This is an optimization exercise on Yosys and OpenROAD, whose aim is small area, not a production implementation. RTL that was checked went through simulation tests only; none was proved equivalent to the original. Power is estimated from default activity; no workload was simulated.

Setup of red:
// zigbee_rx_back
module zigbee_rx_back (
  input  logic       clk_i,
  input  logic       resetn_i,
  input  logic [4:0] ibb_i,
  input  logic [4:0] qbb_i,
  input  logic       iq_valid_i,
  input  logic       psel_i,
  input  logic       penable_i,
  input  logic       pwrite_i,
  output logic [7:0] prdata_o,
  output logic       pslverr_o,
  output logic       bit_o,
  output logic       bit_en_o
);
==> module bit_recovery, before the edit <==
module bit_recovery(
	input  logic       clk,
	input  logic       resetn,
	input  logic [4:0] phase,
	input  logic       take,
	output logic       data_bits
	);
	logic [4:0] phase_q;
	logic lt, bit_new, bit_early;
	logic [2:0] bit_d;
	assign lt = phase[3:0] < phase_q[3:0];
	always_comb begin
		if (phase[4] != phase_q[4])
			bit_new = lt;
		else if (!phase[4])
			bit_new = lt ? bit_early : 1'b1;
		else
			bit_new = lt ? 1'b0 : bit_early;
	end
	always_ff @(posedge clk, negedge resetn) begin
		if (~resetn) begin
			phase_q <= 0;
			bit_early <= 0;
			bit_d <= 0;
		end else begin
			if (take) begin
				phase_q <= phase;
				bit_early <= bit_new;
			end
			bit_d <= {bit_d[1:0], bit_early};
		end
	end
	assign data_bits = bit_d[2];
endmodule
Settings: LEC_CHECK=0, ABC_AREA=1, CAP_MARGIN=20, CORE_MARGIN=2, CORE_UTILIZATION=75, PLACE_DENSITY=0.88, SLEW_MARGIN=20; clock period 10.0 ns.
standard.sh (not shown) runs the stock make flow with config.mk's settings and CLKGATE_MAP_FILE= SYNTH_SCRIPT=/design/flow/synth_recipe.tcl, a recipe that flattens the netlist after the stock synthesis.
==> flow/flow/run.sh <==
#!/bin/bash
# Layout flow: the standard flow (standard.sh) for every step, with these
# changes in how the layout is made:
#  - synthesis maps the logic with an area-oriented ABC script (abc_area.script
#    here, in place of ORFS's) and leaves adders to ABC (no ADDER_MAP_FILE);
#    the rest of synthesis is ORFS's, unchanged, so the registers are the
#    standard synthesis's;
#  - port buffers are sky130_fd_sc_hd__buf_1 (every port still gets one);
#  - clock tree synthesis leaves out dummy loads and uses clkbuf_8 buffers with
#    small sink clusters.
# Each step's full output goes to a log file in the work folder.
set -euo pipefail
WORK=$(pwd)
cp -r "$FLOW_HOME/scripts" "$WORK/scripts_own"
cp "$WORK/flow/abc_area.script" "$WORK/scripts_own/abc_area.script"
SCRIPTS_DIR="$WORK/scripts_own" ADDER_MAP_FILE= bash standard.sh synth > "$WORK/log_synth.txt" 2>&1
export BUFFER_PORTS_ARGS="-buffer_cell sky130_fd_sc_hd__buf_1"
export CTS_ARGS="-sink_clustering_enable -repair_clock_nets -dont_use_dummy_load -sink_clustering_size 16 -sink_clustering_max_diameter 50 -buf_list sky130_fd_sc_hd__clkbuf_8"
bash standard.sh finish > "$WORK/log_layout.txt" 2>&1
==> flow/flow/abc_area.script <==
strash
&get -n
&dch
&nf -R 1000
&put
strash
&get -n
&dch
&nf -R 1000
&put
topo
red has completed all stages; timing, DRC and antenna checks passed.
The following lists how blue was set up differently from red:
diff --git a/flow/design.v b/flow/design.v
--- a/flow/design.v
+++ b/flow/design.v
@@ -439,37 +439,36 @@
 	input  logic       resetn,
 	input  logic [4:0] phase,
 	input  logic       take,
 	output logic       data_bits
 	);
 	logic [4:0] phase_q;
-	logic lt, bit_new, bit_early;
-	logic [2:0] bit_d;
+	logic lt, keep, val;
+	logic [2:0] take_d;
+	logic [1:0] out_d [0:2];
 	assign lt = phase[3:0] < phase_q[3:0];
-	always_comb begin
-		if (phase[4] != phase_q[4])
-			bit_new = lt;
-		else if (!phase[4])
-			bit_new = lt ? bit_early : 1'b1;
-		else
-			bit_new = lt ? 1'b0 : bit_early;
+	assign keep = (phase[4] == phase_q[4]) && (lt ^ phase[4]);
+	assign val = (phase[4] != phase_q[4]) ? lt : ~phase[4];
+	always_ff @(posedge clk) begin
+		out_d[0] <= {keep, val};
+		out_d[1] <= out_d[0];
+		out_d[2] <= out_d[1];
 	end
 	always_ff @(posedge clk, negedge resetn) begin
 		if (~resetn) begin
+			take_d <= 0;
 			phase_q <= 0;
-			bit_early <= 0;
-			bit_d <= 0;
+			data_bits <= 0;
 		end else begin
-			if (take) begin
+			take_d <= {take_d[1:0], take};
+			if (take)
 				phase_q <= phase;
-				bit_early <= bit_new;
-			end
-			bit_d <= {bit_d[1:0], bit_early};
+			if (take_d[2] && !out_d[2][1])
+				data_bits <= out_d[2][0];
 		end
 	end
-	assign data_bits = bit_d[2];
 endmodule
 module cdr(
 	input  logic clk,
 	input  logic resetn_i,
 	input  logic data_i,
 	output logic data_en_o,
Compared with red, in blue utilization climbed 0.38 points; smallest setup slack after layout has increased; area of the die increased by 0.64% relative to the old numbers.
[compare] base=red new=blue: synthesized netlist net count did not really move, net switching power now larger.
There was hardly any difference in synthesized cell count between red and blue.
blue has share of the clock period used by the worst path below what red had.
red → blue: signed area change from the synthesized netlist to the final layout roughly the same, cell area after synthesis higher, total wire length after detailed routing lower.
Total power: blue above red
blue: share of cell area taken by muxes after synthesis is 0.31 points higher than what red reported.
Function not checked in blue: the RTL went through the layout flow alone.

==> port drivers added, routing unchanged <==
The flow's constraints put no driver on any port. The routed layouts listed below were extracted and timed again, unchanged, in two steps. Step 1: set_driving_cell puts a clkbuf_16 on clk_i and a buf_2 on each other input, an assumption about the parent block. Step 2, shift: input delay + t, output delay - t, t = (earliest + latest rising clock arrival at the registers) / 2. This alone moves slack from input paths to output paths. Three values: ideal, step 1, step 2; two values: the first two.
run | t, ns | slack for setup (ns) | worst slew at a driven data input, ns
red | 0.596 | 3.022 / 3.043 / 2.447 | 0.03
blue | 0.607 | 3.503 / 3.521 / 2.914 | 0.03
After both steps setup and hold are still met in every run listed. For blue, which loses most, drivers alone change the setup slack by +0.018 ns; drivers and shift together by -0.589 ns.
